Background: an optimization exercise with open tools, aiming at small area and a short achievable clock period. Do not read the settings as production practice. At most, simulation tests tie the RTL to the original design; equivalence was not proved. No functional check of the RTL was part of run 1. No activity file was given, so power comes from the tool's default toggle rates.

### design/flow/config.mk
export PLATFORM = sky130hd
export DESIGN_NAME = bolt_exec
export DESIGN_NICKNAME = bolt_exec
export VERILOG_FILES = /design/flow/design.v
export SDC_FILE = /design/flow/constraint.sdc
export NUM_CORES = 4
export LEC_CHECK = 0
export ABC_AREA = 1
export CAP_MARGIN = 20
export CORE_MARGIN = 2
export CORE_UTILIZATION = 40
export HOLD_SLACK_MARGIN = 0
export SETUP_SLACK_MARGIN = 2.5
export SLEW_MARGIN = 20
export DONT_USE_CELLS += sky130_fd_sc_hd__fa_1 sky130_fd_sc_hd__fa_2 sky130_fd_sc_hd__fa_4 sky130_fd_sc_hd__ha_1 sky130_fd_sc_hd__ha_2 sky130_fd_sc_hd__ha_4
export BUFFER_PORTS_ARGS = -buffer_cell sky130_fd_sc_hd__buf_2
### design/flow/constraint.sdc
create_clock -name core_clock -period 6.5 [get_ports {clk}]
set_input_delay 1.3000 -clock core_clock [delete_from_list [all_inputs] [get_ports {clk}]]
set_output_delay 1.3000 -clock core_clock [all_outputs]
set_load 0.01 [all_outputs]
### design/flow/design.v
module pfx_main (
    input  logic [31:0] g,
    input  logic [31:0] p,
    output logic [31:0] G
);
    wire g1_1 = g[1] | (p[1] & g[0]);
    wire p1_1 = p[1] & p[0];
    wire g1_3 = g[3] | (p[3] & g[2]);
    wire p1_3 = p[3] & p[2];
    wire g1_5 = g[5] | (p[5] & g[4]);
    wire p1_5 = p[5] & p[4];
    wire g1_7 = g[7] | (p[7] & g[6]);
    wire p1_7 = p[7] & p[6];
    wire g1_9 = g[9] | (p[9] & g[8]);
    wire p1_9 = p[9] & p[8];
    wire g1_11 = g[11] | (p[11] & g[10]);
    wire p1_11 = p[11] & p[10];
    wire g1_13 = g[13] | (p[13] & g[12]);
    wire p1_13 = p[13] & p[12];
    wire g1_15 = g[15] | (p[15] & g[14]);
    wire p1_15 = p[15] & p[14];
    wire g1_17 = g[17] | (p[17] & g[16]);
    wire p1_17 = p[17] & p[16];
    wire g1_19 = g[19] | (p[19] & g[18]);
    wire p1_19 = p[19] & p[18];
    wire g1_21 = g[21] | (p[21] & g[20]);
    wire p1_21 = p[21] & p[20];
    wire g1_23 = g[23] | (p[23] & g[22]);
    wire p1_23 = p[23] & p[22];
    wire g1_25 = g[25] | (p[25] & g[24]);
    wire p1_25 = p[25] & p[24];
    wire g1_27 = g[27] | (p[27] & g[26]);
    wire p1_27 = p[27] & p[26];
    wire g1_29 = g[29] | (p[29] & g[28]);
    wire p1_29 = p[29] & p[28];
    wire g1_31 = g[31] | (p[31] & g[30]);
    wire p1_31 = p[31] & p[30];
    wire g2_2 = g[2] | (p[2] & g1_1);
    wire p2_2 = p[2] & p1_1;
    wire g2_3 = g1_3 | (p1_3 & g1_1);
    wire p2_3 = p1_3 & p1_1;
    wire g2_6 = g[6] | (p[6] & g1_5);
    wire p2_6 = p[6] & p1_5;
    wire g2_7 = g1_7 | (p1_7 & g1_5);
    wire p2_7 = p1_7 & p1_5;
    wire g2_10 = g[10] | (p[10] & g1_9);
    wire p2_10 = p[10] & p1_9;
    wire g2_11 = g1_11 | (p1_11 & g1_9);
    wire p2_11 = p1_11 & p1_9;
    wire g2_14 = g[14] | (p[14] & g1_13);
    wire p2_14 = p[14] & p1_13;
    wire g2_15 = g1_15 | (p1_15 & g1_13);
    wire p2_15 = p1_15 & p1_13;
    wire g2_18 = g[18] | (p[18] & g1_17);
    wire p2_18 = p[18] & p1_17;
    wire g2_19 = g1_19 | (p1_19 & g1_17);
    wire p2_19 = p1_19 & p1_17;
    wire g2_22 = g[22] | (p[22] & g1_21);
    wire p2_22 = p[22] & p1_21;
    wire g2_23 = g1_23 | (p1_23 & g1_21);
    wire p2_23 = p1_23 & p1_21;
    wire g2_26 = g[26] | (p[26] & g1_25);
    wire p2_26 = p[26] & p1_25;
    wire g2_27 = g1_27 | (p1_27 & g1_25);
    wire p2_27 = p1_27 & p1_25;
    wire g2_30 = g[30] | (p[30] & g1_29);
    wire p2_30 = p[30] & p1_29;
    wire g2_31 = g1_31 | (p1_31 & g1_29);
    wire p2_31 = p1_31 & p1_29;
    wire g3_4 = g[4] | (p[4] & g2_3);
    wire p3_4 = p[4] & p2_3;
    wire g3_5 = g1_5 | (p1_5 & g2_3);
    wire p3_5 = p1_5 & p2_3;
    wire g3_6 = g2_6 | (p2_6 & g2_3);
    wire p3_6 = p2_6 & p2_3;
    wire g3_7 = g2_7 | (p2_7 & g2_3);
    wire p3_7 = p2_7 & p2_3;
    wire g3_12 = g[12] | (p[12] & g2_11);
    wire p3_12 = p[12] & p2_11;
    wire g3_13 = g1_13 | (p1_13 & g2_11);
    wire p3_13 = p1_13 & p2_11;
    wire g3_14 = g2_14 | (p2_14 & g2_11);
    wire p3_14 = p2_14 & p2_11;
    wire g3_15 = g2_15 | (p2_15 & g2_11);
    wire p3_15 = p2_15 & p2_11;
    wire g3_20 = g[20] | (p[20] & g2_19);
    wire p3_20 = p[20] & p2_19;
    wire g3_21 = g1_21 | (p1_21 & g2_19);
    wire p3_21 = p1_21 & p2_19;
    wire g3_22 = g2_22 | (p2_22 & g2_19);
    wire p3_22 = p2_22 & p2_19;
    wire g3_23 = g2_23 | (p2_23 & g2_19);
    wire p3_23 = p2_23 & p2_19;
    wire g3_28 = g[28] | (p[28] & g2_27);
    wire p3_28 = p[28] & p2_27;
    wire g3_29 = g1_29 | (p1_29 & g2_27);
    wire p3_29 = p1_29 & p2_27;
    wire g3_30 = g2_30 | (p2_30 & g2_27);
    wire p3_30 = p2_30 & p2_27;
    wire g3_31 = g2_31 | (p2_31 & g2_27);
    wire p3_31 = p2_31 & p2_27;
    wire g4_8 = g[8] | (p[8] & g3_7);
    wire p4_8 = p[8] & p3_7;
    wire g4_9 = g1_9 | (p1_9 & g3_7);
    wire p4_9 = p1_9 & p3_7;
    wire g4_10 = g2_10 | (p2_10 & g3_7);
    wire p4_10 = p2_10 & p3_7;
    wire g4_11 = g2_11 | (p2_11 & g3_7);
    wire p4_11 = p2_11 & p3_7;
    wire g4_12 = g3_12 | (p3_12 & g3_7);
    wire p4_12 = p3_12 & p3_7;
    wire g4_13 = g3_13 | (p3_13 & g3_7);
    wire p4_13 = p3_13 & p3_7;
    wire g4_14 = g3_14 | (p3_14 & g3_7);
    wire p4_14 = p3_14 & p3_7;
    wire g4_15 = g3_15 | (p3_15 & g3_7);
    wire p4_15 = p3_15 & p3_7;
    wire g4_24 = g[24] | (p[24] & g3_23);
    wire p4_24 = p[24] & p3_23;
    wire g4_25 = g1_25 | (p1_25 & g3_23);
    wire p4_25 = p1_25 & p3_23;
    wire g4_26 = g2_26 | (p2_26 & g3_23);
    wire p4_26 = p2_26 & p3_23;
    wire g4_27 = g2_27 | (p2_27 & g3_23);
    wire p4_27 = p2_27 & p3_23;
    wire g4_28 = g3_28 | (p3_28 & g3_23);
    wire p4_28 = p3_28 & p3_23;
    wire g4_29 = g3_29 | (p3_29 & g3_23);
    wire p4_29 = p3_29 & p3_23;
    wire g4_30 = g3_30 | (p3_30 & g3_23);
    wire p4_30 = p3_30 & p3_23;
    wire g4_31 = g3_31 | (p3_31 & g3_23);
    wire p4_31 = p3_31 & p3_23;
    wire g5_16 = g[16] | (p[16] & g4_15);
    wire p5_16 = p[16] & p4_15;
    wire g5_17 = g1_17 | (p1_17 & g4_15);
    wire p5_17 = p1_17 & p4_15;
    wire g5_18 = g2_18 | (p2_18 & g4_15);
    wire p5_18 = p2_18 & p4_15;
    wire g5_19 = g2_19 | (p2_19 & g4_15);
    wire p5_19 = p2_19 & p4_15;
    wire g5_20 = g3_20 | (p3_20 & g4_15);
    wire p5_20 = p3_20 & p4_15;
    wire g5_21 = g3_21 | (p3_21 & g4_15);
    wire p5_21 = p3_21 & p4_15;
    wire g5_22 = g3_22 | (p3_22 & g4_15);
    wire p5_22 = p3_22 & p4_15;
    wire g5_23 = g3_23 | (p3_23 & g4_15);
    wire p5_23 = p3_23 & p4_15;
    wire g5_24 = g4_24 | (p4_24 & g4_15);
    wire p5_24 = p4_24 & p4_15;
    wire g5_25 = g4_25 | (p4_25 & g4_15);
    wire p5_25 = p4_25 & p4_15;
    wire g5_26 = g4_26 | (p4_26 & g4_15);
    wire p5_26 = p4_26 & p4_15;
    wire g5_27 = g4_27 | (p4_27 & g4_15);
    wire p5_27 = p4_27 & p4_15;
    wire g5_28 = g4_28 | (p4_28 & g4_15);
    wire p5_28 = p4_28 & p4_15;
    wire g5_29 = g4_29 | (p4_29 & g4_15);
    wire p5_29 = p4_29 & p4_15;
    wire g5_30 = g4_30 | (p4_30 & g4_15);
    wire p5_30 = p4_30 & p4_15;
    wire g5_31 = g4_31 | (p4_31 & g4_15);
    wire p5_31 = p4_31 & p4_15;
    assign G[0] = g[0];
    assign G[1] = g1_1;
    assign G[2] = g2_2;
    assign G[3] = g2_3;
    assign G[4] = g3_4;
    assign G[5] = g3_5;
    assign G[6] = g3_6;
    assign G[7] = g3_7;
    assign G[8] = g4_8;
    assign G[9] = g4_9;
    assign G[10] = g4_10;
    assign G[11] = g4_11;
    assign G[12] = g4_12;
    assign G[13] = g4_13;
    assign G[14] = g4_14;
    assign G[15] = g4_15;
    assign G[16] = g5_16;
    assign G[17] = g5_17;
    assign G[18] = g5_18;
    assign G[19] = g5_19;
    assign G[20] = g5_20;
    assign G[21] = g5_21;
    assign G[22] = g5_22;
    assign G[23] = g5_23;
    assign G[24] = g5_24;
    assign G[25] = g5_25;
    assign G[26] = g5_26;
    assign G[27] = g5_27;
    assign G[28] = g5_28;
    assign G[29] = g5_29;
    assign G[30] = g5_30;
    assign G[31] = g5_31;
endmodule
module pfx_tgt (
    input  logic [30:0] g,
    input  logic [30:0] p,
    output logic [30:0] G
);
    wire g1_1 = g[1] | (p[1] & g[0]);
    wire p1_1 = p[1] & p[0];
    wire g1_3 = g[3] | (p[3] & g[2]);
    wire p1_3 = p[3] & p[2];
    wire g1_5 = g[5] | (p[5] & g[4]);
    wire p1_5 = p[5] & p[4];
    wire g1_7 = g[7] | (p[7] & g[6]);
    wire p1_7 = p[7] & p[6];
    wire g1_9 = g[9] | (p[9] & g[8]);
    wire p1_9 = p[9] & p[8];
    wire g1_11 = g[11] | (p[11] & g[10]);
    wire p1_11 = p[11] & p[10];
    wire g1_13 = g[13] | (p[13] & g[12]);
    wire p1_13 = p[13] & p[12];
    wire g1_15 = g[15] | (p[15] & g[14]);
    wire p1_15 = p[15] & p[14];
    wire g1_17 = g[17] | (p[17] & g[16]);
    wire p1_17 = p[17] & p[16];
    wire g1_19 = g[19] | (p[19] & g[18]);
    wire p1_19 = p[19] & p[18];
    wire g1_21 = g[21] | (p[21] & g[20]);
    wire p1_21 = p[21] & p[20];
    wire g1_23 = g[23] | (p[23] & g[22]);
    wire p1_23 = p[23] & p[22];
    wire g1_25 = g[25] | (p[25] & g[24]);
    wire p1_25 = p[25] & p[24];
    wire g1_27 = g[27] | (p[27] & g[26]);
    wire p1_27 = p[27] & p[26];
    wire g1_29 = g[29] | (p[29] & g[28]);
    wire p1_29 = p[29] & p[28];
    wire g2_3 = g1_3 | (p1_3 & g1_1);
    wire p2_3 = p1_3 & p1_1;
    wire g2_7 = g1_7 | (p1_7 & g1_5);
    wire p2_7 = p1_7 & p1_5;
    wire g2_11 = g1_11 | (p1_11 & g1_9);
    wire p2_11 = p1_11 & p1_9;
    wire g2_15 = g1_15 | (p1_15 & g1_13);
    wire p2_15 = p1_15 & p1_13;
    wire g2_19 = g1_19 | (p1_19 & g1_17);
    wire p2_19 = p1_19 & p1_17;
    wire g2_23 = g1_23 | (p1_23 & g1_21);
    wire p2_23 = p1_23 & p1_21;
    wire g2_27 = g1_27 | (p1_27 & g1_25);
    wire p2_27 = p1_27 & p1_25;
    wire g3_7 = g2_7 | (p2_7 & g2_3);
    wire p3_7 = p2_7 & p2_3;
    wire g3_15 = g2_15 | (p2_15 & g2_11);
    wire p3_15 = p2_15 & p2_11;
    wire g3_23 = g2_23 | (p2_23 & g2_19);
    wire p3_23 = p2_23 & p2_19;
    wire g4_15 = g3_15 | (p3_15 & g3_7);
    wire p4_15 = p3_15 & p3_7;
    wire g6_23 = g3_23 | (p3_23 & g4_15);
    wire p6_23 = p3_23 & p4_15;
    wire g7_11 = g2_11 | (p2_11 & g3_7);
    wire p7_11 = p2_11 & p3_7;
    wire g7_19 = g2_19 | (p2_19 & g4_15);
    wire p7_19 = p2_19 & p4_15;
    wire g7_27 = g2_27 | (p2_27 & g6_23);
    wire p7_27 = p2_27 & p6_23;
    wire g8_5 = g1_5 | (p1_5 & g2_3);
    wire p8_5 = p1_5 & p2_3;
    wire g8_9 = g1_9 | (p1_9 & g3_7);
    wire p8_9 = p1_9 & p3_7;
    wire g8_13 = g1_13 | (p1_13 & g7_11);
    wire p8_13 = p1_13 & p7_11;
    wire g8_17 = g1_17 | (p1_17 & g4_15);
    wire p8_17 = p1_17 & p4_15;
    wire g8_21 = g1_21 | (p1_21 & g7_19);
    wire p8_21 = p1_21 & p7_19;
    wire g8_25 = g1_25 | (p1_25 & g6_23);
    wire p8_25 = p1_25 & p6_23;
    wire g8_29 = g1_29 | (p1_29 & g7_27);
    wire p8_29 = p1_29 & p7_27;
    wire g9_2 = g[2] | (p[2] & g1_1);
    wire p9_2 = p[2] & p1_1;
    wire g9_4 = g[4] | (p[4] & g2_3);
    wire p9_4 = p[4] & p2_3;
    wire g9_6 = g[6] | (p[6] & g8_5);
    wire p9_6 = p[6] & p8_5;
    wire g9_8 = g[8] | (p[8] & g3_7);
    wire p9_8 = p[8] & p3_7;
    wire g9_10 = g[10] | (p[10] & g8_9);
    wire p9_10 = p[10] & p8_9;
    wire g9_12 = g[12] | (p[12] & g7_11);
    wire p9_12 = p[12] & p7_11;
    wire g9_14 = g[14] | (p[14] & g8_13);
    wire p9_14 = p[14] & p8_13;
    wire g9_16 = g[16] | (p[16] & g4_15);
    wire p9_16 = p[16] & p4_15;
    wire g9_18 = g[18] | (p[18] & g8_17);
    wire p9_18 = p[18] & p8_17;
    wire g9_20 = g[20] | (p[20] & g7_19);
    wire p9_20 = p[20] & p7_19;
    wire g9_22 = g[22] | (p[22] & g8_21);
    wire p9_22 = p[22] & p8_21;
    wire g9_24 = g[24] | (p[24] & g6_23);
    wire p9_24 = p[24] & p6_23;
    wire g9_26 = g[26] | (p[26] & g8_25);
    wire p9_26 = p[26] & p8_25;
    wire g9_28 = g[28] | (p[28] & g7_27);
    wire p9_28 = p[28] & p7_27;
    wire g9_30 = g[30] | (p[30] & g8_29);
    wire p9_30 = p[30] & p8_29;
    assign G[0] = g[0];
    assign G[1] = g1_1;
    assign G[2] = g9_2;
    assign G[3] = g2_3;
    assign G[4] = g9_4;
    assign G[5] = g8_5;
    assign G[6] = g9_6;
    assign G[7] = g3_7;
    assign G[8] = g9_8;
    assign G[9] = g8_9;
    assign G[10] = g9_10;
    assign G[11] = g7_11;
    assign G[12] = g9_12;
    assign G[13] = g8_13;
    assign G[14] = g9_14;
    assign G[15] = g4_15;
    assign G[16] = g9_16;
    assign G[17] = g8_17;
    assign G[18] = g9_18;
    assign G[19] = g7_19;
    assign G[20] = g9_20;
    assign G[21] = g8_21;
    assign G[22] = g9_22;
    assign G[23] = g6_23;
    assign G[24] = g9_24;
    assign G[25] = g8_25;
    assign G[26] = g9_26;
    assign G[27] = g7_27;
    assign G[28] = g9_28;
    assign G[29] = g8_29;
    assign G[30] = g9_30;
endmodule
module pfx_inc (
    input  logic [29:0] g,
    input  logic [29:0] p,
    output logic [29:0] G
);
    wire g1_1 = g[1] | (p[1] & g[0]);
    wire p1_1 = p[1] & p[0];
    wire g1_3 = g[3] | (p[3] & g[2]);
    wire p1_3 = p[3] & p[2];
    wire g1_5 = g[5] | (p[5] & g[4]);
    wire p1_5 = p[5] & p[4];
    wire g1_7 = g[7] | (p[7] & g[6]);
    wire p1_7 = p[7] & p[6];
    wire g1_9 = g[9] | (p[9] & g[8]);
    wire p1_9 = p[9] & p[8];
    wire g1_11 = g[11] | (p[11] & g[10]);
    wire p1_11 = p[11] & p[10];
    wire g1_13 = g[13] | (p[13] & g[12]);
    wire p1_13 = p[13] & p[12];
    wire g1_15 = g[15] | (p[15] & g[14]);
    wire p1_15 = p[15] & p[14];
    wire g1_17 = g[17] | (p[17] & g[16]);
    wire p1_17 = p[17] & p[16];
    wire g1_19 = g[19] | (p[19] & g[18]);
    wire p1_19 = p[19] & p[18];
    wire g1_21 = g[21] | (p[21] & g[20]);
    wire p1_21 = p[21] & p[20];
    wire g1_23 = g[23] | (p[23] & g[22]);
    wire p1_23 = p[23] & p[22];
    wire g1_25 = g[25] | (p[25] & g[24]);
    wire p1_25 = p[25] & p[24];
    wire g1_27 = g[27] | (p[27] & g[26]);
    wire p1_27 = p[27] & p[26];
    wire g1_29 = g[29] | (p[29] & g[28]);
    wire p1_29 = p[29] & p[28];
    wire g2_3 = g1_3 | (p1_3 & g1_1);
    wire p2_3 = p1_3 & p1_1;
    wire g2_7 = g1_7 | (p1_7 & g1_5);
    wire p2_7 = p1_7 & p1_5;
    wire g2_11 = g1_11 | (p1_11 & g1_9);
    wire p2_11 = p1_11 & p1_9;
    wire g2_15 = g1_15 | (p1_15 & g1_13);
    wire p2_15 = p1_15 & p1_13;
    wire g2_19 = g1_19 | (p1_19 & g1_17);
    wire p2_19 = p1_19 & p1_17;
    wire g2_23 = g1_23 | (p1_23 & g1_21);
    wire p2_23 = p1_23 & p1_21;
    wire g2_27 = g1_27 | (p1_27 & g1_25);
    wire p2_27 = p1_27 & p1_25;
    wire g3_7 = g2_7 | (p2_7 & g2_3);
    wire p3_7 = p2_7 & p2_3;
    wire g3_15 = g2_15 | (p2_15 & g2_11);
    wire p3_15 = p2_15 & p2_11;
    wire g3_23 = g2_23 | (p2_23 & g2_19);
    wire p3_23 = p2_23 & p2_19;
    wire g4_15 = g3_15 | (p3_15 & g3_7);
    wire p4_15 = p3_15 & p3_7;
    wire g6_23 = g3_23 | (p3_23 & g4_15);
    wire p6_23 = p3_23 & p4_15;
    wire g7_11 = g2_11 | (p2_11 & g3_7);
    wire p7_11 = p2_11 & p3_7;
    wire g7_19 = g2_19 | (p2_19 & g4_15);
    wire p7_19 = p2_19 & p4_15;
    wire g7_27 = g2_27 | (p2_27 & g6_23);
    wire p7_27 = p2_27 & p6_23;
    wire g8_5 = g1_5 | (p1_5 & g2_3);
    wire p8_5 = p1_5 & p2_3;
    wire g8_9 = g1_9 | (p1_9 & g3_7);
    wire p8_9 = p1_9 & p3_7;
    wire g8_13 = g1_13 | (p1_13 & g7_11);
    wire p8_13 = p1_13 & p7_11;
    wire g8_17 = g1_17 | (p1_17 & g4_15);
    wire p8_17 = p1_17 & p4_15;
    wire g8_21 = g1_21 | (p1_21 & g7_19);
    wire p8_21 = p1_21 & p7_19;
    wire g8_25 = g1_25 | (p1_25 & g6_23);
    wire p8_25 = p1_25 & p6_23;
    wire g8_29 = g1_29 | (p1_29 & g7_27);
    wire p8_29 = p1_29 & p7_27;
    wire g9_2 = g[2] | (p[2] & g1_1);
    wire p9_2 = p[2] & p1_1;
    wire g9_4 = g[4] | (p[4] & g2_3);
    wire p9_4 = p[4] & p2_3;
    wire g9_6 = g[6] | (p[6] & g8_5);
    wire p9_6 = p[6] & p8_5;
    wire g9_8 = g[8] | (p[8] & g3_7);
    wire p9_8 = p[8] & p3_7;
    wire g9_10 = g[10] | (p[10] & g8_9);
    wire p9_10 = p[10] & p8_9;
    wire g9_12 = g[12] | (p[12] & g7_11);
    wire p9_12 = p[12] & p7_11;
    wire g9_14 = g[14] | (p[14] & g8_13);
    wire p9_14 = p[14] & p8_13;
    wire g9_16 = g[16] | (p[16] & g4_15);
    wire p9_16 = p[16] & p4_15;
    wire g9_18 = g[18] | (p[18] & g8_17);
    wire p9_18 = p[18] & p8_17;
    wire g9_20 = g[20] | (p[20] & g7_19);
    wire p9_20 = p[20] & p7_19;
    wire g9_22 = g[22] | (p[22] & g8_21);
    wire p9_22 = p[22] & p8_21;
    wire g9_24 = g[24] | (p[24] & g6_23);
    wire p9_24 = p[24] & p6_23;
    wire g9_26 = g[26] | (p[26] & g8_25);
    wire p9_26 = p[26] & p8_25;
    wire g9_28 = g[28] | (p[28] & g7_27);
    wire p9_28 = p[28] & p7_27;
    assign G[0] = g[0];
    assign G[1] = g1_1;
    assign G[2] = g9_2;
    assign G[3] = g2_3;
    assign G[4] = g9_4;
    assign G[5] = g8_5;
    assign G[6] = g9_6;
    assign G[7] = g3_7;
    assign G[8] = g9_8;
    assign G[9] = g8_9;
    assign G[10] = g9_10;
    assign G[11] = g7_11;
    assign G[12] = g9_12;
    assign G[13] = g8_13;
    assign G[14] = g9_14;
    assign G[15] = g4_15;
    assign G[16] = g9_16;
    assign G[17] = g8_17;
    assign G[18] = g9_18;
    assign G[19] = g7_19;
    assign G[20] = g9_20;
    assign G[21] = g8_21;
    assign G[22] = g9_22;
    assign G[23] = g6_23;
    assign G[24] = g9_24;
    assign G[25] = g8_25;
    assign G[26] = g9_26;
    assign G[27] = g7_27;
    assign G[28] = g9_28;
    assign G[29] = g8_29;
endmodule
module pfx_cmp (
    input  logic [31:0] g,
    input  logic [31:0] p,
    output logic [31:0] G
);
    wire g1_1 = g[1] | (p[1] & g[0]);
    wire p1_1 = p[1] & p[0];
    wire g1_3 = g[3] | (p[3] & g[2]);
    wire p1_3 = p[3] & p[2];
    wire g1_5 = g[5] | (p[5] & g[4]);
    wire p1_5 = p[5] & p[4];
    wire g1_7 = g[7] | (p[7] & g[6]);
    wire p1_7 = p[7] & p[6];
    wire g1_9 = g[9] | (p[9] & g[8]);
    wire p1_9 = p[9] & p[8];
    wire g1_11 = g[11] | (p[11] & g[10]);
    wire p1_11 = p[11] & p[10];
    wire g1_13 = g[13] | (p[13] & g[12]);
    wire p1_13 = p[13] & p[12];
    wire g1_15 = g[15] | (p[15] & g[14]);
    wire p1_15 = p[15] & p[14];
    wire g1_17 = g[17] | (p[17] & g[16]);
    wire p1_17 = p[17] & p[16];
    wire g1_19 = g[19] | (p[19] & g[18]);
    wire p1_19 = p[19] & p[18];
    wire g1_21 = g[21] | (p[21] & g[20]);
    wire p1_21 = p[21] & p[20];
    wire g1_23 = g[23] | (p[23] & g[22]);
    wire p1_23 = p[23] & p[22];
    wire g1_25 = g[25] | (p[25] & g[24]);
    wire p1_25 = p[25] & p[24];
    wire g1_27 = g[27] | (p[27] & g[26]);
    wire p1_27 = p[27] & p[26];
    wire g1_29 = g[29] | (p[29] & g[28]);
    wire p1_29 = p[29] & p[28];
    wire g1_31 = g[31] | (p[31] & g[30]);
    wire p1_31 = p[31] & p[30];
    wire g2_2 = g[2] | (p[2] & g1_1);
    wire p2_2 = p[2] & p1_1;
    wire g2_3 = g1_3 | (p1_3 & g1_1);
    wire p2_3 = p1_3 & p1_1;
    wire g2_6 = g[6] | (p[6] & g1_5);
    wire p2_6 = p[6] & p1_5;
    wire g2_7 = g1_7 | (p1_7 & g1_5);
    wire p2_7 = p1_7 & p1_5;
    wire g2_10 = g[10] | (p[10] & g1_9);
    wire p2_10 = p[10] & p1_9;
    wire g2_11 = g1_11 | (p1_11 & g1_9);
    wire p2_11 = p1_11 & p1_9;
    wire g2_14 = g[14] | (p[14] & g1_13);
    wire p2_14 = p[14] & p1_13;
    wire g2_15 = g1_15 | (p1_15 & g1_13);
    wire p2_15 = p1_15 & p1_13;
    wire g2_18 = g[18] | (p[18] & g1_17);
    wire p2_18 = p[18] & p1_17;
    wire g2_19 = g1_19 | (p1_19 & g1_17);
    wire p2_19 = p1_19 & p1_17;
    wire g2_22 = g[22] | (p[22] & g1_21);
    wire p2_22 = p[22] & p1_21;
    wire g2_23 = g1_23 | (p1_23 & g1_21);
    wire p2_23 = p1_23 & p1_21;
    wire g2_26 = g[26] | (p[26] & g1_25);
    wire p2_26 = p[26] & p1_25;
    wire g2_27 = g1_27 | (p1_27 & g1_25);
    wire p2_27 = p1_27 & p1_25;
    wire g2_30 = g[30] | (p[30] & g1_29);
    wire p2_30 = p[30] & p1_29;
    wire g2_31 = g1_31 | (p1_31 & g1_29);
    wire p2_31 = p1_31 & p1_29;
    wire g3_4 = g[4] | (p[4] & g2_3);
    wire p3_4 = p[4] & p2_3;
    wire g3_5 = g1_5 | (p1_5 & g2_3);
    wire p3_5 = p1_5 & p2_3;
    wire g3_6 = g2_6 | (p2_6 & g2_3);
    wire p3_6 = p2_6 & p2_3;
    wire g3_7 = g2_7 | (p2_7 & g2_3);
    wire p3_7 = p2_7 & p2_3;
    wire g3_12 = g[12] | (p[12] & g2_11);
    wire p3_12 = p[12] & p2_11;
    wire g3_13 = g1_13 | (p1_13 & g2_11);
    wire p3_13 = p1_13 & p2_11;
    wire g3_14 = g2_14 | (p2_14 & g2_11);
    wire p3_14 = p2_14 & p2_11;
    wire g3_15 = g2_15 | (p2_15 & g2_11);
    wire p3_15 = p2_15 & p2_11;
    wire g3_20 = g[20] | (p[20] & g2_19);
    wire p3_20 = p[20] & p2_19;
    wire g3_21 = g1_21 | (p1_21 & g2_19);
    wire p3_21 = p1_21 & p2_19;
    wire g3_22 = g2_22 | (p2_22 & g2_19);
    wire p3_22 = p2_22 & p2_19;
    wire g3_23 = g2_23 | (p2_23 & g2_19);
    wire p3_23 = p2_23 & p2_19;
    wire g3_28 = g[28] | (p[28] & g2_27);
    wire p3_28 = p[28] & p2_27;
    wire g3_29 = g1_29 | (p1_29 & g2_27);
    wire p3_29 = p1_29 & p2_27;
    wire g3_30 = g2_30 | (p2_30 & g2_27);
    wire p3_30 = p2_30 & p2_27;
    wire g3_31 = g2_31 | (p2_31 & g2_27);
    wire p3_31 = p2_31 & p2_27;
    wire g4_8 = g[8] | (p[8] & g3_7);
    wire p4_8 = p[8] & p3_7;
    wire g4_9 = g1_9 | (p1_9 & g3_7);
    wire p4_9 = p1_9 & p3_7;
    wire g4_10 = g2_10 | (p2_10 & g3_7);
    wire p4_10 = p2_10 & p3_7;
    wire g4_11 = g2_11 | (p2_11 & g3_7);
    wire p4_11 = p2_11 & p3_7;
    wire g4_12 = g3_12 | (p3_12 & g3_7);
    wire p4_12 = p3_12 & p3_7;
    wire g4_13 = g3_13 | (p3_13 & g3_7);
    wire p4_13 = p3_13 & p3_7;
    wire g4_14 = g3_14 | (p3_14 & g3_7);
    wire p4_14 = p3_14 & p3_7;
    wire g4_15 = g3_15 | (p3_15 & g3_7);
    wire p4_15 = p3_15 & p3_7;
    wire g4_24 = g[24] | (p[24] & g3_23);
    wire p4_24 = p[24] & p3_23;
    wire g4_25 = g1_25 | (p1_25 & g3_23);
    wire p4_25 = p1_25 & p3_23;
    wire g4_26 = g2_26 | (p2_26 & g3_23);
    wire p4_26 = p2_26 & p3_23;
    wire g4_27 = g2_27 | (p2_27 & g3_23);
    wire p4_27 = p2_27 & p3_23;
    wire g4_28 = g3_28 | (p3_28 & g3_23);
    wire p4_28 = p3_28 & p3_23;
    wire g4_29 = g3_29 | (p3_29 & g3_23);
    wire p4_29 = p3_29 & p3_23;
    wire g4_30 = g3_30 | (p3_30 & g3_23);
    wire p4_30 = p3_30 & p3_23;
    wire g4_31 = g3_31 | (p3_31 & g3_23);
    wire p4_31 = p3_31 & p3_23;
    wire g5_16 = g[16] | (p[16] & g4_15);
    wire p5_16 = p[16] & p4_15;
    wire g5_17 = g1_17 | (p1_17 & g4_15);
    wire p5_17 = p1_17 & p4_15;
    wire g5_18 = g2_18 | (p2_18 & g4_15);
    wire p5_18 = p2_18 & p4_15;
    wire g5_19 = g2_19 | (p2_19 & g4_15);
    wire p5_19 = p2_19 & p4_15;
    wire g5_20 = g3_20 | (p3_20 & g4_15);
    wire p5_20 = p3_20 & p4_15;
    wire g5_21 = g3_21 | (p3_21 & g4_15);
    wire p5_21 = p3_21 & p4_15;
    wire g5_22 = g3_22 | (p3_22 & g4_15);
    wire p5_22 = p3_22 & p4_15;
    wire g5_23 = g3_23 | (p3_23 & g4_15);
    wire p5_23 = p3_23 & p4_15;
    wire g5_24 = g4_24 | (p4_24 & g4_15);
    wire p5_24 = p4_24 & p4_15;
    wire g5_25 = g4_25 | (p4_25 & g4_15);
    wire p5_25 = p4_25 & p4_15;
    wire g5_26 = g4_26 | (p4_26 & g4_15);
    wire p5_26 = p4_26 & p4_15;
    wire g5_27 = g4_27 | (p4_27 & g4_15);
    wire p5_27 = p4_27 & p4_15;
    wire g5_28 = g4_28 | (p4_28 & g4_15);
    wire p5_28 = p4_28 & p4_15;
    wire g5_29 = g4_29 | (p4_29 & g4_15);
    wire p5_29 = p4_29 & p4_15;
    wire g5_30 = g4_30 | (p4_30 & g4_15);
    wire p5_30 = p4_30 & p4_15;
    wire g5_31 = g4_31 | (p4_31 & g4_15);
    wire p5_31 = p4_31 & p4_15;
    assign G[0] = g[0];
    assign G[1] = g1_1;
    assign G[2] = g2_2;
    assign G[3] = g2_3;
    assign G[4] = g3_4;
    assign G[5] = g3_5;
    assign G[6] = g3_6;
    assign G[7] = g3_7;
    assign G[8] = g4_8;
    assign G[9] = g4_9;
    assign G[10] = g4_10;
    assign G[11] = g4_11;
    assign G[12] = g4_12;
    assign G[13] = g4_13;
    assign G[14] = g4_14;
    assign G[15] = g4_15;
    assign G[16] = g5_16;
    assign G[17] = g5_17;
    assign G[18] = g5_18;
    assign G[19] = g5_19;
    assign G[20] = g5_20;
    assign G[21] = g5_21;
    assign G[22] = g5_22;
    assign G[23] = g5_23;
    assign G[24] = g5_24;
    assign G[25] = g5_25;
    assign G[26] = g5_26;
    assign G[27] = g5_27;
    assign G[28] = g5_28;
    assign G[29] = g5_29;
    assign G[30] = g5_30;
    assign G[31] = g5_31;
endmodule
module bolt_exec (
    input  logic        clk,
    input  logic        rst,      
    input  logic [31:0] instr,    
    input  logic [31:0] rs1,      
    input  logic [31:0] rs2,      
    input  logic [31:0] pc,       
    output logic [31:0] result,   
    output logic [31:0] next_pc,  
    output logic        branch,   
    output logic        reg_wr,   
    output logic        mem_wr,   
    output logic        mem_rd    
);
    logic [6:0] op;
    logic [2:0] f3;
    logic [6:0] f7;
    assign op = instr[6:0];
    assign f3 = instr[14:12];
    assign f7 = instr[31:25];
    logic op03, op13, op17, op23, op33, op37, op63, op67, op6f, op1b, op3b;
    assign op03 = (op == 7'h03);
    assign op13 = (op == 7'h13);
    assign op17 = (op == 7'h17);
    assign op23 = (op == 7'h23);
    assign op33 = (op == 7'h33);
    assign op37 = (op == 7'h37);
    assign op63 = (op == 7'h63);
    assign op67 = (op == 7'h67);
    assign op6f = (op == 7'h6F);
    assign op1b = (op == 7'h1B);
    assign op3b = (op == 7'h3B);
    logic i31, f7z, f7s;
    assign i31 = instr[31];
    assign f7z = (f7 == 7'h00);
    assign f7s = (f7 == 7'h20);
    logic use_rs2, is_s, sub;
    assign use_rs2 = op[5] & (op[4] | (op[6] & ~op[2]));
    assign is_s    = ~op[6] & op[5] & ~op[4];
    assign sub     = op[5] & op[4] & instr[30];
    logic [31:0] bv, bx, ap, ag, sum, aG;
    assign bv = use_rs2 ? rs2 : {{20{i31}}, instr[31:25], is_s ? instr[11:7] : instr[24:20]};
    assign bx = bv ^ {32{sub}};
    assign ap = rs1 ^ bx;    
    assign ag = rs1 & bx;    
    pfx_main u_add (.g({ag[31:1], ag[0] | (ap[0] & sub)}), .p(ap), .G(aG));
    assign sum = ap ^ {aG[30:0], sub};
    logic [31:0] xe, cl, cG;
    logic ltu, lts, eq;
    assign xe = rs1 ^ bv;
    assign cl = xe & bv;
    pfx_cmp u_cmp (.g(cl), .p(~xe), .G(cG));
    assign ltu = cG[31];
    assign lts = ltu ^ rs1[31] ^ bv[31];
    assign eq  = ~|xe;
    logic        left;
    logic [31:0] shin, sho;
    logic [4:0]  sh;
    assign left = ~f3[2];
    assign sh   = bv[4:0];
    for (genvar i = 0; i < 32; i++) begin : rev
        assign shin[i] = left ? rs1[31-i] : rs1[i];
    end
    assign sho = $signed({instr[30] & rs1[31] & ~left, shin}) >>> sh;
    logic [31:0] timm, tgt, pc4;
    assign timm[0]     = 1'b0;
    assign timm[4:1]   = ~op[6] ? 4'd0 : (op[3] ? instr[24:21] : instr[11:8]);
    assign timm[10:5]  = ~op[6] ? 6'd0 : instr[30:25];
    assign timm[11]    = ~op[6] ? 1'b0 : (op[3] ? instr[20] : instr[7]);
    assign timm[19:12] = (op[6] & ~op[3]) ? {8{i31}} : instr[19:12];
    assign timm[30:20] = ~op[6] ? instr[30:20] : {11{i31}};
    assign timm[31]    = i31;
    assign tgt[0] = pc[0];
    logic [30:0] tp, tG;
    assign tp = pc[31:1] ^ timm[31:1];
    pfx_tgt u_tgt (.g(pc[31:1] & timm[31:1]), .p(tp), .G(tG));
    assign tgt[31:1] = tp ^ {tG[29:0], 1'b0};
    logic [29:0] iG;
    assign pc4[1:0] = pc[1:0];
    pfx_inc u_inc (.g({29'd0, pc[2]}), .p(pc[31:2]), .G(iG));
    assign pc4[31:2] = pc[31:2] ^ {iG[28:0], 1'b1};
    logic cond, taken;
    assign cond  = f3[2] ? ((f3[1] ? ltu : lts) ^ f3[0]) : (~f3[1] & (eq ^ f3[0]));
    assign taken = op63 & cond;
    logic alu_i, r_ok;
    logic s_sum, s_shl, s_shr, s_slt, s_sltu, s_xor, s_or, s_and, s_tgt, s_lui, s_pc4, s_hold;
    assign alu_i = op13 | op33;
    assign r_ok  = op13 | f7z;    
    assign s_sum  = ~rst & ((op03 & (f3 != 3'd7)) | (op23 & ~f3[2])
                          | (f3 == 3'd0 & (op13 | (op33 & (f7z | f7s))))) ;
    assign s_shl  = ~rst & alu_i & (f3 == 3'd1) & f7z;
    assign s_slt  = ~rst & alu_i & (f3 == 3'd2) & r_ok;
    assign s_sltu = ~rst & alu_i & (f3 == 3'd3) & r_ok;
    assign s_xor  = ~rst & alu_i & (f3 == 3'd4) & r_ok;
    assign s_shr  = ~rst & alu_i & (f3 == 3'd5) & (f7z | f7s);
    assign s_or   = ~rst & alu_i & (f3 == 3'd6) & r_ok;
    assign s_and  = ~rst & alu_i & (f3 == 3'd7) & r_ok;
    assign s_tgt  = ~rst & op17;
    assign s_lui  = ~rst & op37;
    assign s_pc4  = ~rst & (op6f | (op67 & (f3 == 3'd0)));
    assign s_hold = ~rst & ~(s_sum | s_shl | s_slt | s_sltu | s_xor | s_shr | s_or | s_and
                             | s_tgt | s_lui | s_pc4);
    logic [31:0] rval, luiv, shl;
    assign luiv = {instr[31:12], 12'd0};
    for (genvar i = 0; i < 32; i++) begin : rshl
        assign shl[i] = sho[31-i];
    end
    assign rval = ({32{s_sum}} & sum) | ({32{s_shl}} & shl) | ({32{s_shr}} & sho)
                | ({32{s_xor | s_or}} & ap) | ({32{s_or | s_and}} & ag)
                | ({32{s_tgt}} & tgt) | ({32{s_lui}} & luiv) | ({32{s_pc4}} & pc4)
                | ({32{s_hold}} & result)
                | {31'd0, (s_slt & lts) | (s_sltu & ltu)};
    logic jalr, n_tgt, n_sum, n_pc4;
    logic [31:0] nval;
    assign jalr  = op67 & (f3 == 3'd0);
    assign n_tgt = ~rst & (taken | op6f);
    assign n_sum = ~rst & jalr;
    assign n_pc4 = ~rst & ~(taken | op6f | jalr);
    assign nval  = ({32{n_tgt}} & tgt) | ({32{n_sum}} & {sum[31:1], 1'b0}) | ({32{n_pc4}} & pc4);
    logic wr;
    assign wr = op33 | op3b | op13 | op1b | op67 | op03 | op17 | op6f | op37;
    always_ff @(posedge clk) begin
        result  <= rval;
        next_pc <= nval;
        branch  <= ~rst & taken;
        reg_wr  <= ~rst & wr;
        mem_wr  <= ~rst & op23;
        mem_rd  <= ~rst & op03;
    end
endmodule
### design/flow/flow/run.sh
#!/bin/bash
# Layout flow: the standard layout (standard.sh), with two changes to how the
# cells are chosen:
#  - the full and half adder cells are not used, so Yosys does not pre-map adder
#    bits to them and abc maps the whole datapath itself;
#  - the buffer that buffer_ports puts on every input and output port is buf_2.
# Every tool's full output goes to standard.log (make) and the ORFS logs under orfs/logs.
set -euo pipefail
cat >> config.mk <<'CFG'
export DONT_USE_CELLS += sky130_fd_sc_hd__fa_1 sky130_fd_sc_hd__fa_2 sky130_fd_sc_hd__fa_4 sky130_fd_sc_hd__ha_1 sky130_fd_sc_hd__ha_2 sky130_fd_sc_hd__ha_4
export BUFFER_PORTS_ARGS = -buffer_cell sky130_fd_sc_hd__buf_2
CFG
bash standard.sh > standard.log 2>&1
### design/flow/standard.sh
#!/bin/bash
# synth_recipe.tcl (not shown) runs the flow's synth.tcl, then flattens the netlist and writes it again
# the make line also repeats each setting of config.mk as NAME=value (left out here)
make -C /OpenROAD-flow-scripts/flow DESIGN_CONFIG=/design/flow/config.mk WORK_HOME=/design/flow/orfs CLKGATE_MAP_FILE= SYNTH_SCRIPT=/design/flow/synth_recipe.tcl "${@:-finish}"
==> metrics.md, run 1 <==
| Metric | Value |
|---|---|
| H-tree depth | `3` |
| WP data arrival | `4.24 ns` |
| Maximum clock frequency | `0.249 GHz` |
| GRT Total Usage | `40.8%` |
| Max-slew violations | `0` |
| Fin util | `54.1%` |
| Layout Skew | `0 ns` |
| Mean Syn Cell Area | `5.22 um2` |
| Slew headroom | `19.7%` |
| First-pass GRT wire length | `92.6 mm` |
| Initial antenna violation count | `3` |
| Total power | `2.41 mW` |
| Leak | `7.73 nW` |
| RR Startpoint | `result[26]` |
| Crit path launch | `instr[6]` |
| Largest net degree at the start of global routing | `72` |
| Share of synthesized registers carrying an async set or reset | `0%` |
| Count leader, synth | `nand2_1` |
| Cells after synthesis | `2181` |
| Fin crit share | `61.7%` |
| Dpl cell area | `0.0127 mm2` |
| Final setup violation count | `0` |
| Antenna Nets Post-Route | `0` |
| Most frequent cells after synthesis | `700 x nand2_1, 293 x inv_1, 232 x nand3_1, 188 x o21ai_0, 161 x nor2_1` |
| Reg2reg setup slack | `5.15 ns` |
| WS Path Type | `input port to register` |
| Cell Area, Synth | `0.0114 mm2` |
| Critical path capture point type | `register` |
| Die area | `0.0298 mm2` |
| Initial Utilization | `40.8%` |
| Seq/Total Area, Yosys | `12.0%` |
| IO buf count | `197` |
| Post-layout net count | `2527` |
| Top_reg_cell synth | `dfxtp_1` |
| Count of final hold-check violations | `0` |
| Die Y | `173 um` |
| Slew @ Worst Pin | `1.20 ns` |
| Tmin final | `4.01 ns` |
| Rows | `61` |
| Die width | `173 um` |
| Worst-path clk slew | `0.07 ns` |
| Final GP Congestion | `1.04` |
| Vias in the first global route | `14889` |
| Setup TNS | `0 ns` |
| DRT Pass-1 Iters | `9` |
| Area growth syn-to-layout | `32.7%` |
| Post-synth EDFFs | `0` |
| Leading area contributor after synthesis | `nand2_1` |
| Synth Register Bits | `68` |
| Share of cells above drive strength 1 | `24.2%` |
| RSZ-0062 raised after global routing | `true` |
| Clock sink count | `68` |
| # fillers | `2992` |
| DP Wirelength | `50.4 mm` |
| Yosys warnings | `1` |
| Boundary Pins | `198` |
| # DRC | `0` |
| Run status | `no timing/DRC/antenna violations` |
| Max Cap Viol | `0` |
| CTS root buf | `clkbuf_16` |
| Worst Hold Class | `register to register` |
| Cells taking the most area after synthesis | `nand2_1 23%, dfxtp_1 12%, nand3_1 10%, inv_1 9.7%, o21ai_0 8.3%` |
| Core area | `0.0279 mm2` |
| Critical Path RT | `6.73 ns` |
| VDD IR-drop max | `0.111 mV` |
| Pwr Density | `160 mW/mm2` |
| Clock buffer count from CTS | `9` |
| Post-route cell area | `0.0151 mm2` |
| GRT Residual Overflow | `0` |
| Distinct cell type count after synthesis | `58` |
| Average wire per standard cell | `23.7 um` |
| Hold_sp | `result[3]` |
| Routed wire length | `65.9 mm` |
| Vias post-DR | `16609` |
| DR iter-0 viols | `2028` |
| CTS tree | `yes` |
| Top cell type's share of synthesized area | `23.1%` |
| Crit Path Max Fanout | `11` |
| Syn nets | `2311` |
| Avg Vias per Cell | `5.97` |
| Longest Clk Path Bufs | `2` |
| Clock latency on the worst-skew pair | `0.34 ns` |
| Critical path launch point type | `input port` |
## layout make-up
cell class	count	area [um2]	area share, %
inverter	304	1190	7.87
sequential	68	1360	9.01
antenna	2	5.00	0.0331
multi-input combinational	1738	9900	65.5
timing repair buffer	276	1860	12.3
clock inverter	6	87.6	0.579
tap	378	473	3.13
clock buffer	10	239	1.58
## path summary, 6_finish.rpt
check / to / cells after the start
worst max-delay path: result[30] / 19
worst min-delay path: result[3] / 2
worst max register to register: result[26] / 5
worst min register to register: result[3] / 2
## per-layer routing
layer  GRT usage, %  part of all wire [%]
met1           52.5                    40
met2           64.4                    43
met3           9.48                    11
met4           19.8                   6.0
met5              0                 0.035
## timing repair
item / 4_1_cts / 5_1_grt
hold buffers: 0 / 0
gates cloned: 6 / 10
setup buffers: 11 / 38
hold endpoints to repair: 0 / 0
setup endpoints to repair: 64 / 63
pin swaps: 10 / 50
gates resized for setup: 91 / 283
## power breakdown
part	switching (mW)	internal, mW	leakage [nW]
logic	0.973	0.430	7.01
clock network	0.222	0.347	0.162
registers	0.00928	0.433	0.557
## registers in the layout, summed over array words and instances (netlist names)
signal   cells
reg_wr       1
mem_rd       1
mem_wr       1
result      32
branch       1
next_pc     32
## metrics by stage
stage | hold WS (ns) | instances | worst slack, ns
floorplan | 0.529 | 2181 | 2.71
finish | 0.548 | 2782 | 2.49
global placement | 0.522 | 2699 | 1.34
CTS | 0.533 | 2732 | 2.49
global route | 0.595 | 2780 | 2.40
detailed placement | 0.514 | 2699 | 1.28
## logic make-up (layout without fill, tap and decap cells)
logic type	Yosys count	in the layout	synth area share (%)
simple gates	1223	1234	46.4
xor+xnor	73	73	5.68
buf+inv	387	596	13.6
compound gates	419	420	21.5
mux	11	11	0.967
flops	68	68	12.0
other cells	0	2	0
## critical path, cell delays in order
cell	delay, ns
buf_12	0.13
inv_6	0.08
nand2_8	0.08
nand3_4	0.11
buf_12	0.16
or2_4	0.17
nand2_8	0.08
clkbuf_16	0.18
buf_4	0.17
o21ai_0	0.33
o21ai_0	0.22
nand2_1	0.09
o21ai_0	0.14
nand2_1	0.10
nand3_1	0.08
o21ai_1	0.30
o221ai_1	0.30
nor2_1	0.15
nand3_1	0.07
## cell usage in the layout (no fill, tap or decap), types with 15 or more instances in the layout
cell type,n
a21oi_1,65
nor2_1,131
nand3_1,202
buf_4,57
nor3_1,18
nor2_2,21
nand2_1,634
nand3b_1,17
nand3_2,31
nand2_2,59
nand2_8,15
inv_1,286
o21ai_0,147
xor2_1,57
o21ai_1,38
o221ai_1,20
o22ai_1,20
o211ai_1,25
buf_2,193
nand2_4,17
or2_2,22
o21ai_2,21
dfxtp_1,68
==> run 2: changes to the inputs <==
--- a/design/flow/design.v
+++ b/design/flow/design.v
@@ -475,204 +475,6 @@
     assign G[28] = g9_28;
     assign G[29] = g8_29;
 endmodule
-module pfx_cmp (
-    input  logic [31:0] g,
-    input  logic [31:0] p,
-    output logic [31:0] G
-);
-    wire g1_1 = g[1] | (p[1] & g[0]);
-    wire p1_1 = p[1] & p[0];
-    wire g1_3 = g[3] | (p[3] & g[2]);
-    wire p1_3 = p[3] & p[2];
-    wire g1_5 = g[5] | (p[5] & g[4]);
-    wire p1_5 = p[5] & p[4];
-    wire g1_7 = g[7] | (p[7] & g[6]);
-    wire p1_7 = p[7] & p[6];
-    wire g1_9 = g[9] | (p[9] & g[8]);
-    wire p1_9 = p[9] & p[8];
-    wire g1_11 = g[11] | (p[11] & g[10]);
-    wire p1_11 = p[11] & p[10];
-    wire g1_13 = g[13] | (p[13] & g[12]);
-    wire p1_13 = p[13] & p[12];
-    wire g1_15 = g[15] | (p[15] & g[14]);
-    wire p1_15 = p[15] & p[14];
-    wire g1_17 = g[17] | (p[17] & g[16]);
-    wire p1_17 = p[17] & p[16];
-    wire g1_19 = g[19] | (p[19] & g[18]);
-    wire p1_19 = p[19] & p[18];
-    wire g1_21 = g[21] | (p[21] & g[20]);
-    wire p1_21 = p[21] & p[20];
-    wire g1_23 = g[23] | (p[23] & g[22]);
-    wire p1_23 = p[23] & p[22];
-    wire g1_25 = g[25] | (p[25] & g[24]);
-    wire p1_25 = p[25] & p[24];
-    wire g1_27 = g[27] | (p[27] & g[26]);
-    wire p1_27 = p[27] & p[26];
-    wire g1_29 = g[29] | (p[29] & g[28]);
-    wire p1_29 = p[29] & p[28];
-    wire g1_31 = g[31] | (p[31] & g[30]);
-    wire p1_31 = p[31] & p[30];
-    wire g2_2 = g[2] | (p[2] & g1_1);
-    wire p2_2 = p[2] & p1_1;
-    wire g2_3 = g1_3 | (p1_3 & g1_1);
-    wire p2_3 = p1_3 & p1_1;
-    wire g2_6 = g[6] | (p[6] & g1_5);
-    wire p2_6 = p[6] & p1_5;
-    wire g2_7 = g1_7 | (p1_7 & g1_5);
-    wire p2_7 = p1_7 & p1_5;
-    wire g2_10 = g[10] | (p[10] & g1_9);
-    wire p2_10 = p[10] & p1_9;
-    wire g2_11 = g1_11 | (p1_11 & g1_9);
-    wire p2_11 = p1_11 & p1_9;
-    wire g2_14 = g[14] | (p[14] & g1_13);
-    wire p2_14 = p[14] & p1_13;
-    wire g2_15 = g1_15 | (p1_15 & g1_13);
-    wire p2_15 = p1_15 & p1_13;
-    wire g2_18 = g[18] | (p[18] & g1_17);
-    wire p2_18 = p[18] & p1_17;
-    wire g2_19 = g1_19 | (p1_19 & g1_17);
-    wire p2_19 = p1_19 & p1_17;
-    wire g2_22 = g[22] | (p[22] & g1_21);
-    wire p2_22 = p[22] & p1_21;
-    wire g2_23 = g1_23 | (p1_23 & g1_21);
-    wire p2_23 = p1_23 & p1_21;
-    wire g2_26 = g[26] | (p[26] & g1_25);
-    wire p2_26 = p[26] & p1_25;
-    wire g2_27 = g1_27 | (p1_27 & g1_25);
-    wire p2_27 = p1_27 & p1_25;
-    wire g2_30 = g[30] | (p[30] & g1_29);
-    wire p2_30 = p[30] & p1_29;
-    wire g2_31 = g1_31 | (p1_31 & g1_29);
-    wire p2_31 = p1_31 & p1_29;
-    wire g3_4 = g[4] | (p[4] & g2_3);
-    wire p3_4 = p[4] & p2_3;
-    wire g3_5 = g1_5 | (p1_5 & g2_3);
-    wire p3_5 = p1_5 & p2_3;
-    wire g3_6 = g2_6 | (p2_6 & g2_3);
-    wire p3_6 = p2_6 & p2_3;
-    wire g3_7 = g2_7 | (p2_7 & g2_3);
-    wire p3_7 = p2_7 & p2_3;
-    wire g3_12 = g[12] | (p[12] & g2_11);
-    wire p3_12 = p[12] & p2_11;
-    wire g3_13 = g1_13 | (p1_13 & g2_11);
-    wire p3_13 = p1_13 & p2_11;
-    wire g3_14 = g2_14 | (p2_14 & g2_11);
-    wire p3_14 = p2_14 & p2_11;
-    wire g3_15 = g2_15 | (p2_15 & g2_11);
-    wire p3_15 = p2_15 & p2_11;
-    wire g3_20 = g[20] | (p[20] & g2_19);
-    wire p3_20 = p[20] & p2_19;
-    wire g3_21 = g1_21 | (p1_21 & g2_19);
-    wire p3_21 = p1_21 & p2_19;
-    wire g3_22 = g2_22 | (p2_22 & g2_19);
-    wire p3_22 = p2_22 & p2_19;
-    wire g3_23 = g2_23 | (p2_23 & g2_19);
-    wire p3_23 = p2_23 & p2_19;
-    wire g3_28 = g[28] | (p[28] & g2_27);
-    wire p3_28 = p[28] & p2_27;
-    wire g3_29 = g1_29 | (p1_29 & g2_27);
-    wire p3_29 = p1_29 & p2_27;
-    wire g3_30 = g2_30 | (p2_30 & g2_27);
-    wire p3_30 = p2_30 & p2_27;
-    wire g3_31 = g2_31 | (p2_31 & g2_27);
-    wire p3_31 = p2_31 & p2_27;
-    wire g4_8 = g[8] | (p[8] & g3_7);
-    wire p4_8 = p[8] & p3_7;
-    wire g4_9 = g1_9 | (p1_9 & g3_7);
-    wire p4_9 = p1_9 & p3_7;
-    wire g4_10 = g2_10 | (p2_10 & g3_7);
-    wire p4_10 = p2_10 & p3_7;
-    wire g4_11 = g2_11 | (p2_11 & g3_7);
-    wire p4_11 = p2_11 & p3_7;
-    wire g4_12 = g3_12 | (p3_12 & g3_7);
-    wire p4_12 = p3_12 & p3_7;
-    wire g4_13 = g3_13 | (p3_13 & g3_7);
-    wire p4_13 = p3_13 & p3_7;
-    wire g4_14 = g3_14 | (p3_14 & g3_7);
-    wire p4_14 = p3_14 & p3_7;
-    wire g4_15 = g3_15 | (p3_15 & g3_7);
-    wire p4_15 = p3_15 & p3_7;
-    wire g4_24 = g[24] | (p[24] & g3_23);
-    wire p4_24 = p[24] & p3_23;
-    wire g4_25 = g1_25 | (p1_25 & g3_23);
-    wire p4_25 = p1_25 & p3_23;
-    wire g4_26 = g2_26 | (p2_26 & g3_23);
-    wire p4_26 = p2_26 & p3_23;
-    wire g4_27 = g2_27 | (p2_27 & g3_23);
-    wire p4_27 = p2_27 & p3_23;
-    wire g4_28 = g3_28 | (p3_28 & g3_23);
-    wire p4_28 = p3_28 & p3_23;
-    wire g4_29 = g3_29 | (p3_29 & g3_23);
-    wire p4_29 = p3_29 & p3_23;
-    wire g4_30 = g3_30 | (p3_30 & g3_23);
-    wire p4_30 = p3_30 & p3_23;
-    wire g4_31 = g3_31 | (p3_31 & g3_23);
-    wire p4_31 = p3_31 & p3_23;
-    wire g5_16 = g[16] | (p[16] & g4_15);
-    wire p5_16 = p[16] & p4_15;
-    wire g5_17 = g1_17 | (p1_17 & g4_15);
-    wire p5_17 = p1_17 & p4_15;
-    wire g5_18 = g2_18 | (p2_18 & g4_15);
-    wire p5_18 = p2_18 & p4_15;
-    wire g5_19 = g2_19 | (p2_19 & g4_15);
-    wire p5_19 = p2_19 & p4_15;
-    wire g5_20 = g3_20 | (p3_20 & g4_15);
-    wire p5_20 = p3_20 & p4_15;
-    wire g5_21 = g3_21 | (p3_21 & g4_15);
-    wire p5_21 = p3_21 & p4_15;
-    wire g5_22 = g3_22 | (p3_22 & g4_15);
-    wire p5_22 = p3_22 & p4_15;
-    wire g5_23 = g3_23 | (p3_23 & g4_15);
-    wire p5_23 = p3_23 & p4_15;
-    wire g5_24 = g4_24 | (p4_24 & g4_15);
-    wire p5_24 = p4_24 & p4_15;
-    wire g5_25 = g4_25 | (p4_25 & g4_15);
-    wire p5_25 = p4_25 & p4_15;
-    wire g5_26 = g4_26 | (p4_26 & g4_15);
-    wire p5_26 = p4_26 & p4_15;
-    wire g5_27 = g4_27 | (p4_27 & g4_15);
-    wire p5_27 = p4_27 & p4_15;
-    wire g5_28 = g4_28 | (p4_28 & g4_15);
-    wire p5_28 = p4_28 & p4_15;
-    wire g5_29 = g4_29 | (p4_29 & g4_15);
-    wire p5_29 = p4_29 & p4_15;
-    wire g5_30 = g4_30 | (p4_30 & g4_15);
-    wire p5_30 = p4_30 & p4_15;
-    wire g5_31 = g4_31 | (p4_31 & g4_15);
-    wire p5_31 = p4_31 & p4_15;
-    assign G[0] = g[0];
-    assign G[1] = g1_1;
-    assign G[2] = g2_2;
-    assign G[3] = g2_3;
-    assign G[4] = g3_4;
-    assign G[5] = g3_5;
-    assign G[6] = g3_6;
-    assign G[7] = g3_7;
-    assign G[8] = g4_8;
-    assign G[9] = g4_9;
-    assign G[10] = g4_10;
-    assign G[11] = g4_11;
-    assign G[12] = g4_12;
-    assign G[13] = g4_13;
-    assign G[14] = g4_14;
-    assign G[15] = g4_15;
-    assign G[16] = g5_16;
-    assign G[17] = g5_17;
-    assign G[18] = g5_18;
-    assign G[19] = g5_19;
-    assign G[20] = g5_20;
-    assign G[21] = g5_21;
-    assign G[22] = g5_22;
-    assign G[23] = g5_23;
-    assign G[24] = g5_24;
-    assign G[25] = g5_25;
-    assign G[26] = g5_26;
-    assign G[27] = g5_27;
-    assign G[28] = g5_28;
-    assign G[29] = g5_29;
-    assign G[30] = g5_30;
-    assign G[31] = g5_31;
-endmodule
 module bolt_exec (
     input  logic        clk,
     input  logic        rst,      
@@ -712,22 +514,22 @@
     logic use_rs2, is_s, sub;
     assign use_rs2 = op[5] & (op[4] | (op[6] & ~op[2]));
     assign is_s    = ~op[6] & op[5] & ~op[4];
-    assign sub     = op[5] & op[4] & instr[30];
-    logic [31:0] bv, bx, ap, ag, sum, aG;
+    assign sub     = (op[6] & ~op[2]) | (op[4] & ~f3[2] & f3[1])
+                   | (op[4] & op[5] & ~f3[2] & ~f3[1] & ~f3[0] & instr[30]);
+    logic [31:0] bv, bx, ap, ag, sum;
+    logic        cout;
     assign bv = use_rs2 ? rs2 : {{20{i31}}, instr[31:25], is_s ? instr[11:7] : instr[24:20]};
     assign bx = bv ^ {32{sub}};
     assign ap = rs1 ^ bx;    
     assign ag = rs1 & bx;    
+    logic [31:0] aG;
     pfx_main u_add (.g({ag[31:1], ag[0] | (ap[0] & sub)}), .p(ap), .G(aG));
-    assign sum = ap ^ {aG[30:0], sub};
-    logic [31:0] xe, cl, cG;
+    assign sum  = ap ^ {aG[30:0], sub};
+    assign cout = aG[31];
     logic ltu, lts, eq;
-    assign xe = rs1 ^ bv;
-    assign cl = xe & bv;
-    pfx_cmp u_cmp (.g(cl), .p(~xe), .G(cG));
-    assign ltu = cG[31];
+    assign ltu = ~cout;
     assign lts = ltu ^ rs1[31] ^ bv[31];
-    assign eq  = ~|xe;
+    assign eq  = &ap;        
     logic        left;
     logic [31:0] shin, sho;
     logic [4:0]  sh;
==> design/flow/flow/run.sh (replaced) <==
#!/bin/bash
# Layout flow: the standard layout (standard.sh), with two changes to how the
# cells are chosen:
#  - the full and half adder cells are not used, so Yosys does not pre-map adder
#    bits to them and abc maps the whole datapath itself;
#  - the buffer that buffer_ports puts on every input and output port is buf_1.
# Every tool's full output goes to standard.log (make) and the ORFS logs under orfs/logs.
set -euo pipefail
cat >> config.mk <<'CFG'
export DONT_USE_CELLS += sky130_fd_sc_hd__fa_1 sky130_fd_sc_hd__fa_2 sky130_fd_sc_hd__fa_4 sky130_fd_sc_hd__ha_1 sky130_fd_sc_hd__ha_2 sky130_fd_sc_hd__ha_4
export BUFFER_PORTS_ARGS = -buffer_cell sky130_fd_sc_hd__buf_1
CFG
bash standard.sh > standard.log 2>&1
--- a/design/flow/config.mk
+++ b/design/flow/config.mk
@@ -8,9 +8,10 @@
 export ABC_AREA = 1
 export CAP_MARGIN = 20
 export CORE_MARGIN = 2
-export CORE_UTILIZATION = 40
+export CORE_UTILIZATION = 60
+export CTS_BUF_LIST = sky130_fd_sc_hd__clkbuf_4 sky130_fd_sc_hd__clkbuf_8
 export HOLD_SLACK_MARGIN = 0
-export SETUP_SLACK_MARGIN = 2.5
+export SETUP_SLACK_MARGIN = 2.0
 export SLEW_MARGIN = 20
 export DONT_USE_CELLS += sky130_fd_sc_hd__fa_1 sky130_fd_sc_hd__fa_2 sky130_fd_sc_hd__fa_4 sky130_fd_sc_hd__ha_1 sky130_fd_sc_hd__ha_2 sky130_fd_sc_hd__ha_4
-export BUFFER_PORTS_ARGS = -buffer_cell sky130_fd_sc_hd__buf_2
+export BUFFER_PORTS_ARGS = -buffer_cell sky130_fd_sc_hd__buf_1
==> metrics.md, run 2 <==
| Metric | Value |
|---|---|
| Top cell type's share of synthesized area | `26.5%` |
| Area growth syn-to-layout | `15.1%` |
| Hold_ws | `0.554 ns` |
| WS Path Type | `input port to register` |
| Yosys warnings | `1` |
| Fin crit share | `71.7%` |
| CTS tree | `yes` |
| Clock latency on the worst-skew pair | `0.37 ns` |
| Antenna Nets Post-Route | `0` |
| Share of synthesized registers carrying an async set or reset | `0%` |
| Rows | `49` |
| Synth Register Bits | `68` |
| Slew headroom | `40.0%` |
| Most common library cell in the layout ignoring fill and taps | `nand2_1` |
| Cell Area, Synth | `0.0109 mm2` |
| Initial antenna violation count | `3` |
| Distinct cell type count after synthesis | `54` |
| Count of final hold-check violations | `0` |
| Longest Clk Path Bufs | `2` |
| Max Cap Viol | `0` |
| Most frequent cells in the layout | `767 x nand2_1, 299 x inv_1, 189 x buf_1, 183 x o21ai_0, 166 x nand3_1` |
| Core area | `0.0179 mm2` |
| Die width | `139 um` |
| Cells after synthesis | `2119` |
| Setup WS pre-CTS | `0.826 ns` |
| Reg2reg setup slack | `5.13 ns` |
| Crit Path Max Fanout | `29` |
| GRT Residual Overflow | `0` |
| DP Wirelength | `41.4 mm` |
| Die Y | `139 um` |
| Clock buffer count from CTS | `9` |
| Vias in the first global route | `14120` |
| DR iter-0 viols | `3133` |
| Initial Utilization | `61.1%` |
| Share of cells above drive strength 1 | `8.58%` |
| Die area | `0.0193 mm2` |
| Fin util | `70.4%` |
| Layout Skew | `0 ns` |
| Final GP Congestion | `1.18` |
| RSZ-0062 raised after global routing | `true` |
| Cells taking the most area after synthesis | `nand2_1 27%, dfxtp_1 12%, inv_1 10%, o21ai_0 8.7%, nand3_1 7.7%` |
| Pwr Density | `159 mW/mm2` |
| Final setup violation count | `0` |
| Critical path launch point type | `input port` |
| Setup TNS | `0 ns` |
| Leading area contributor after synthesis | `nand2_1` |
| GRT Total Usage | `52.6%` |
| First-pass GRT wire length | `79.4 mm` |
| Mean Syn Cell Area | `5.16 um2` |
| Clock sink count | `68` |
| Count leader, synth | `nand2_1` |
| Slew @ Worst Pin | `0.891 ns` |
| Post-layout net count | `2432` |
| Worst-path clk slew | `0.10 ns` |
| Most frequent cells after synthesis | `774 x nand2_1, 305 x inv_1, 190 x o21ai_0, 168 x nand3_1, 120 x nor2_1` |
| Post-synth EDFFs | `0` |
| Vias post-DR | `16374` |
| Seq/Total Area, Yosys | `12.4%` |
| Final worst setup slack | `1.84 ns` |
| # DRC | `0` |
| Largest regs | `next_pc x32, result x32` |
| Worst Hold Class | `register to register` |
| Run status | `no timing/DRC/antenna violations` |
| # fillers | `1672` |
| Average wire per standard cell | `21.6 um` |
| WP data arrival | `4.99 ns` |
| Leak | `6.56 nW` |
| Critical Path RT | `6.83 ns` |
| Tmin final | `4.66 ns` |
| Largest net degree at the start of global routing | `67` |
| DRT Pass-1 Iters | `17` |
| Maximum clock frequency | `0.215 GHz` |
| Critical path capture point type | `register` |
| CTS root buf | `clkbuf_8` |
| IO buf count | `197` |
| VDD IR-drop max | `0.127 mV` |
| Avg Vias per Cell | `6.45` |
| Boundary Pins | `198` |
| Routed wire length | `54.7 mm` |
| H-tree depth | `3` |
| Top_reg_cell synth | `dfxtp_1` |
| Syn nets | `2249` |
| Max-slew violations | `0` |
-- run 2: per-stage QoR --
stage               instances  cell area [um2]  total power [mW]
global route             2536            12600              2.08
finish                   2538            12600              2.01
detailed placement       2489            11800              1.47
floorplan                2119            10900              1.15
global placement         2489            11800              1.46
CTS                      2513            12100              1.87
-- run 2: path summary, 6_finish.rpt --
| kind | endpoint | start | cells past startpoint |
|---|---|---|---|
| setup / recovery | next_pc[9] | instr[2] | 21 |
| hold / removal | result[8] | result[8] | 2 |
| setup reg to reg | result[13] | result[13] | 4 |
| hold reg to reg | result[8] | result[8] | 2 |
-- run 2: critical path, stage by stage --
cell and delay, ns:
buf_1 0.13, inv_2 0.11, nand2_4 0.07, nand2_4 0.14, nand2_8 0.12, or2_2 0.33, nand2_2 0.12, clkinvlp_4 0.27
nand2_1 0.18, nand2_1 0.06, nand2_1 0.06, nand2_1 0.11, nor4_2 0.58, nand4_1 0.19, xor2_1 0.16, nor2_1 0.09
nor2_1 0.31, nand3_2 0.20, nand2_8 0.25, nand2_1 0.10, nand2_1 0.10
-- run 2: logic make-up (layout without fill, tap and decap cells) --
kind of cell    count (synthesis)  after routing  share of synthesized area (%)
compound gates                407            407                           22.2
xor+xnor                       66             66                           5.42
buf+inv                       409            593                           14.9
flops                          68             68                           12.4
mux                             5              5                          0.457
other cells                     0              2                              0
simple gates                 1164           1168                           44.5
-- run 2: power by group --
group          internal [mW]  switching, mW
Sequential             0.433        0.00754
Clock                  0.180          0.219
Combinational          0.325          0.845
-- run 2: final cells by class --
cell class / instances / area, um2 / share of cell area [%]
well taps: 229 / 287 / 2.27
multi-input cells: 1646 / 8220 / 65.2
inverters: 322 / 1230 / 9.76
clock inverters: 7 / 75.1 / 0.596
repair inverters: 2 / 12.5 / 0.0993
repair buffers: 253 / 1290 / 10.2
flip-flops and latches: 68 / 1360 / 10.8
diodes: 2 / 5.00 / 0.0397
clock buffers: 9 / 124 / 0.983
-- run 2: layer usage --
layer	vias up	global-route usage, %	wire [um]	part of all wire [%]
met5	-	0	11	0.020
met4	2	33.7	5340	9.8
met3	470	20.4	9740	18
met2	1635	76.6	21100	39
met1	7058	64.7	18500	34
li1	7209	-	-	-
-- run 2: timing repair --
| item | in CTS | in global routing |
|---|---|---|
| setup buffers | 7 | 16 |
| gates resized for setup | 21 | 60 |
| setup endpoints to repair | 58 | 59 |
| cloned | 1 | 7 |
| hold buffers | 0 | 0 |
| pin swaps | 1 | 10 |

==> re-timing with driven ports <==
The flow's constraints put no driver on any port. The routed layouts listed below were extracted and timed again, unchanged, in two steps.
Step 1, drivers: a clkbuf_16 drives clk and a buf_2 each remaining input, both assumed.
Step 2, shift: input delay + t, output delay - t, t = (earliest + latest rising clock arrival at the registers) / 2. This alone moves slack from input paths to output paths.
Three values: ideal, step 1, step 2; two values: the first two.
| run | t (ns) | slack for setup (ns) | latest minus earliest clock arrival (ns) |
|---|---|---|---|
| run 1 | 0.384 | 2.491 / 2.479 / 2.095 | 0.012 / 0.012 |
| run 2 | 0.431 | 1.838 / 1.857 / 1.426 | 0.019 / 0.019 |
After both steps every run listed still meets setup and hold. The setup slack of run 2, which loses most, moves by +0.019 ns with the drivers and by -0.412 ns with both steps.
